From an optimization exercise on the open Yosys and OpenROAD flow, aimed at small area; shortcuts taken in it are not production practice.
Only simulation tests tie the RTL to the original design; equivalence was not proved.
The clock port is modelled as an ideal driver; clocking choices that lean on that would not hold on a real chip.
Power is estimated from default activity; no workload was simulated.

## the reference run
// top
module top(
    input  logic        clk,
    input  logic        SW,          
    input  logic [63:0] pattern,     
    output logic        _48b         
);
export LEC_CHECK = 0
export CAP_MARGIN = 20
export CORE_MARGIN = 2
export CORE_UTILIZATION = 40
export SLEW_MARGIN = 20
create_clock -name core_clock -period 10.0 [get_ports {clk}]
standard.sh (not shown) runs the stock make flow with config.mk's settings and CLKGATE_MAP_FILE= SYNTH_SCRIPT=/design/flow/synth_recipe.tcl, a recipe that flattens the netlist after the stock synthesis.
==> flow/flow/run.sh <==
#!/bin/bash
# Standard layout, with the port buffers made of the smallest buffer cell,
# a clock tree of small buffers without dummy loads, and the clock buffers
# that drive slow edges upsized after clock tree synthesis.
set -euo pipefail
here=$(pwd)
export BUFFER_PORTS_ARGS="-buffer_cell sky130_fd_sc_hd__buf_1"
export CTS_ARGS="-sink_clustering_enable -repair_clock_nets -dont_use_dummy_load -buf_list sky130_fd_sc_hd__clkbuf_4 -sink_clustering_levels 1 -sink_clustering_size 24 -sink_clustering_max_diameter 60"
export POST_CTS_TCL="$here/flow/post_cts.tcl"
bash standard.sh > standard.log 2>&1
==> flow/flow/post_cts.tcl <==
# After clock tree synthesis: trade the ample setup slack for smaller cells,
# then upsize the clock buffers whose flip-flop loads would see a slow edge.
estimate_parasitics -placement
repair_timing -recover_power 100 -setup_margin 1.0
set upsized 0
foreach inst [get_cells clkbuf*] {
  if { [get_property $inst ref_name] != "sky130_fd_sc_hd__clkbuf_4" } { continue }
  set net [get_nets -of_objects [get_pins [get_full_name $inst]/X]]
  set worst 0
  foreach p [get_pins -of_objects $net -filter "direction == input"] {
    foreach prop {slew_max_rise slew_max_fall} {
      set s [get_property $p $prop]
      if { $s > $worst } { set worst $s }
    }
  }
  if { $worst > 0.122 } {
    puts "post_cts: upsizing [get_full_name $inst] (worst load slew $worst ns)"
    replace_cell $inst sky130_fd_sc_hd__clkbuf_8
    incr upsized
  }
}
detailed_placement
check_placement -verbose
estimate_parasitics -placement
The reference run finished end to end and its layout was clean on timing, DRC and antenna.
Setup changes, the reference run to the trial run
==> flow/flow/run.sh <==
#!/bin/bash
# The standard layout (standard.sh) with these changes:
# - synthesis maps the logic with an area-oriented ABC script
#   (flow/abc_area.script in place of ORFS's abc_speed.script);
# - port buffers are the smallest buffer cell;
# - the clock tree uses small buffers and no dummy loads;
# - after clock tree synthesis, spare setup slack is traded for smaller
#   cells and clock buffers that drive slow edges are upsized
#   (flow/post_cts.tcl);
# - after global routing, large repair buffers are downsized where no slew
#   or capacitance limit is then violated (flow/post_grt.tcl).
set -euo pipefail
here=$(pwd)
rm -rf "$here/scripts_area"
cp -r "$FLOW_HOME/scripts" "$here/scripts_area"
cp "$here/flow/abc_area.script" "$here/scripts_area/abc_speed.script"
SCRIPTS_DIR="$here/scripts_area" bash standard.sh synth > synth.log 2>&1
export BUFFER_PORTS_ARGS="-buffer_cell sky130_fd_sc_hd__buf_1"
export CTS_ARGS="-sink_clustering_enable -repair_clock_nets -dont_use_dummy_load -buf_list sky130_fd_sc_hd__clkbuf_4"
export POST_CTS_TCL="$here/flow/post_cts.tcl"
export POST_GLOBAL_ROUTE_TCL="$here/flow/post_grt.tcl"
bash standard.sh > standard.log 2>&1
==> flow/flow/abc_area.script (new file) <==
&get -n
&st
&dch
&nf -R 1000
&put
==> flow/flow/post_grt.tcl (new file) <==
# After global routing and its repairs: try smaller sizes for the large
# signal buffers the repairs inserted, keeping a size only if no slew or
# capacitance limit is then violated.
proc my_violations {} {
  return [expr {[sta::max_slew_violation_count] + [sta::max_capacitance_violation_count]}]
}
estimate_parasitics -global_routing
set base [my_violations]
foreach inst [get_cells *] {
  set ref [get_property $inst ref_name]
  if { ![regexp {^sky130_fd_sc_hd__(buf|bufbuf)_(6|8|12|16)$} $ref] } { continue }
  set name [get_full_name $inst]
  if { [string match clk* $name] } { continue }
  foreach smaller {sky130_fd_sc_hd__buf_2 sky130_fd_sc_hd__buf_4} {
    replace_cell $inst $smaller
    estimate_parasitics -global_routing
    if { [my_violations] <= $base } {
      puts "post_grt: $name $ref -> $smaller"
      break
    }
    replace_cell $inst $ref
    estimate_parasitics -global_routing
  }
}
Findings:
Compared with the reference run, the trial run has less setup slack. Global routing met1 resource utilization in the trial run is 1.0 points below the reference run. Per the comparison of the trial run with the reference run, count of nets after finishing saw a decrease; sequential-to-total area share from yosys stat saw an increase. NOTE wire length the reference run->the trial run decreased by a little under 10%. Between the trial run and the reference run, the total power is higher for the trial run. Comparing the trial run and the reference run, the lower design area was measured on the trial run. [the trial run] clock group share of total power fell 0.4 points relative to the reference run. Boundary pin count: the trial run vs the reference run — no meaningful difference. Compared with the reference run, the trial run shows met3 wire length that has gone down by more than 10%. Time the worst path needs with I/O delays and setup: the trial run vs the reference run up 360 ps.

========
top again, from the RTL that the note above started with.
// top
module top(
    input  logic        clk,
    input  logic        SW,          
    input  logic [63:0] pattern,     
    output logic        _48b         
);
    logic reset;
    assign reset = ~SW;
    logic [63:0] ra, ry;             
    logic [5:0]  d;                  
    logic        tpar;               
    logic        pol;
    logic        fresh;
    logic        inpass;             
    logic [9:1]  L;                  
    logic        E;                  
    logic [7:0]  R0;                 
    assign pol = ~tpar;
    logic ld;
    assign ld = reset & fresh;
    logic a0, a1, a7, a8, a9, a15;
    assign a0  = ra[0]  ^ pol;
    assign a1  = ra[1]  ^ pol;
    assign a7  = ra[7]  ^ pol;
    assign a8  = ra[8]  ^ pol;
    assign a9  = ra[9]  ^ pol;
    assign a15 = ra[15] ^ pol;
    logic h_alive;                   
    logic t1, t7, t8, t9, t15;       
    assign h_alive = a0  & (ry[0]  | fresh);
  ...
clock: 10.0 ns
lec_check: 0
cap_margin: 20
core_margin: 2
core_utilization: 40
slew_margin: 20
==> flow/flow/run.sh <==
#!/bin/bash
# Standard layout, with the port buffers made of the smallest buffer cell,
# a clock tree of small buffers without dummy loads, and the clock buffers
# that drive slow edges upsized after clock tree synthesis.
set -euo pipefail
here=$(pwd)
export BUFFER_PORTS_ARGS="-buffer_cell sky130_fd_sc_hd__buf_1"
export CTS_ARGS="-repair_clock_nets -dont_use_dummy_load -buf_list sky130_fd_sc_hd__clkbuf_4 -sink_clustering_size 30"
export POST_CTS_TCL="$here/flow/post_cts.tcl"
bash standard.sh > standard.log 2>&1
Scripts as last shown in full above: flow/flow/post_cts.tcl
The starting point ran to the end with no violations.
==> next run, changes <==
--- a/flow/flow/run.sh
+++ b/flow/flow/run.sh
@@ -7,4 +7,5 @@
 export BUFFER_PORTS_ARGS="-buffer_cell sky130_fd_sc_hd__buf_1"
-export CTS_ARGS="-repair_clock_nets -dont_use_dummy_load -buf_list sky130_fd_sc_hd__clkbuf_4 -sink_clustering_size 30"
+export CTS_ARGS="-sink_clustering_enable -repair_clock_nets -dont_use_dummy_load -buf_list sky130_fd_sc_hd__clkbuf_4"
 export POST_CTS_TCL="$here/flow/post_cts.tcl"
+export POST_GLOBAL_ROUTE_TCL="$here/flow/post_grt.tcl"
 bash standard.sh > standard.log 2>&1
==> flow/flow/post_grt.tcl (new file) <==
# After global routing and its repairs: try smaller sizes for the large
# signal buffers the repairs inserted, keeping a size only if no slew or
# capacitance limit is then violated.
proc my_violations {} {
  return [expr {[sta::max_slew_violation_count] + [sta::max_capacitance_violation_count]}]
}
estimate_parasitics -global_routing
set base [my_violations]
foreach inst [get_cells *] {
  set ref [get_property $inst ref_name]
  if { ![regexp {^sky130_fd_sc_hd__(buf|bufbuf)_(6|8|12|16)$} $ref] } { continue }
  set name [get_full_name $inst]
  if { [string match clk* $name] } { continue }
  foreach smaller {sky130_fd_sc_hd__buf_2 sky130_fd_sc_hd__buf_4} {
    replace_cell $inst $smaller
    estimate_parasitics -global_routing
    if { [my_violations] <= $base } {
      puts "post_grt: $name $ref -> $smaller"
      break
    }
    replace_cell $inst $ref
    estimate_parasitics -global_routing
  }
}
CORE_UTILIZATION = 75   (was 40)
The new run went through all stages and came out clean.
Wire length climbs by about 4%.
Non-clock buffer count fell by 1.
Clock-buffer cell count does not change.
Final cell count falls by 12%.
Die area went down by 45%.
Hold slack gets worse by 3.5 ps.
Design area came out lower by about 2%.
Clock power rises by about 1%.
Area after synthesis stays the same.
Flip-flop and latch count stays the same.
Worst setup slack loses 470 ps.

-- afterwards: timing with drivers on the ports --
The results above use ideal ports. As a check the final layouts listed here were re-extracted and re-timed, cells and wires unchanged.
Step 1 assumes that a clkbuf_16 drives the clock port and a buf_2 every other input.
Step 2 also shifts input and output timing later by t, the mid clock arrival at the registers, as if the neighbouring blocks saw the same clock.
Three values: ideal ports, drivers, drivers and shift; two values: the first two.
run | shift t [ns] | slack for setup (ns) | worst setup path at the end | worst slew at a driven data input, ns
the reference run | 0.439 | 6.295 / 6.309 / 5.870 | input to register | 0.05
the trial run | 0.429 | 5.931 / 5.940 / 5.511 | input to register | 0.05
the first run of note 2 | 0.439 | 6.295 / 6.309 / 5.870 | input to register | 0.05
the second run of note 2 | 0.423 | 5.824 / 5.836 / 5.412 | input to register | 0.05
After both steps every run listed still meets setup and hold.
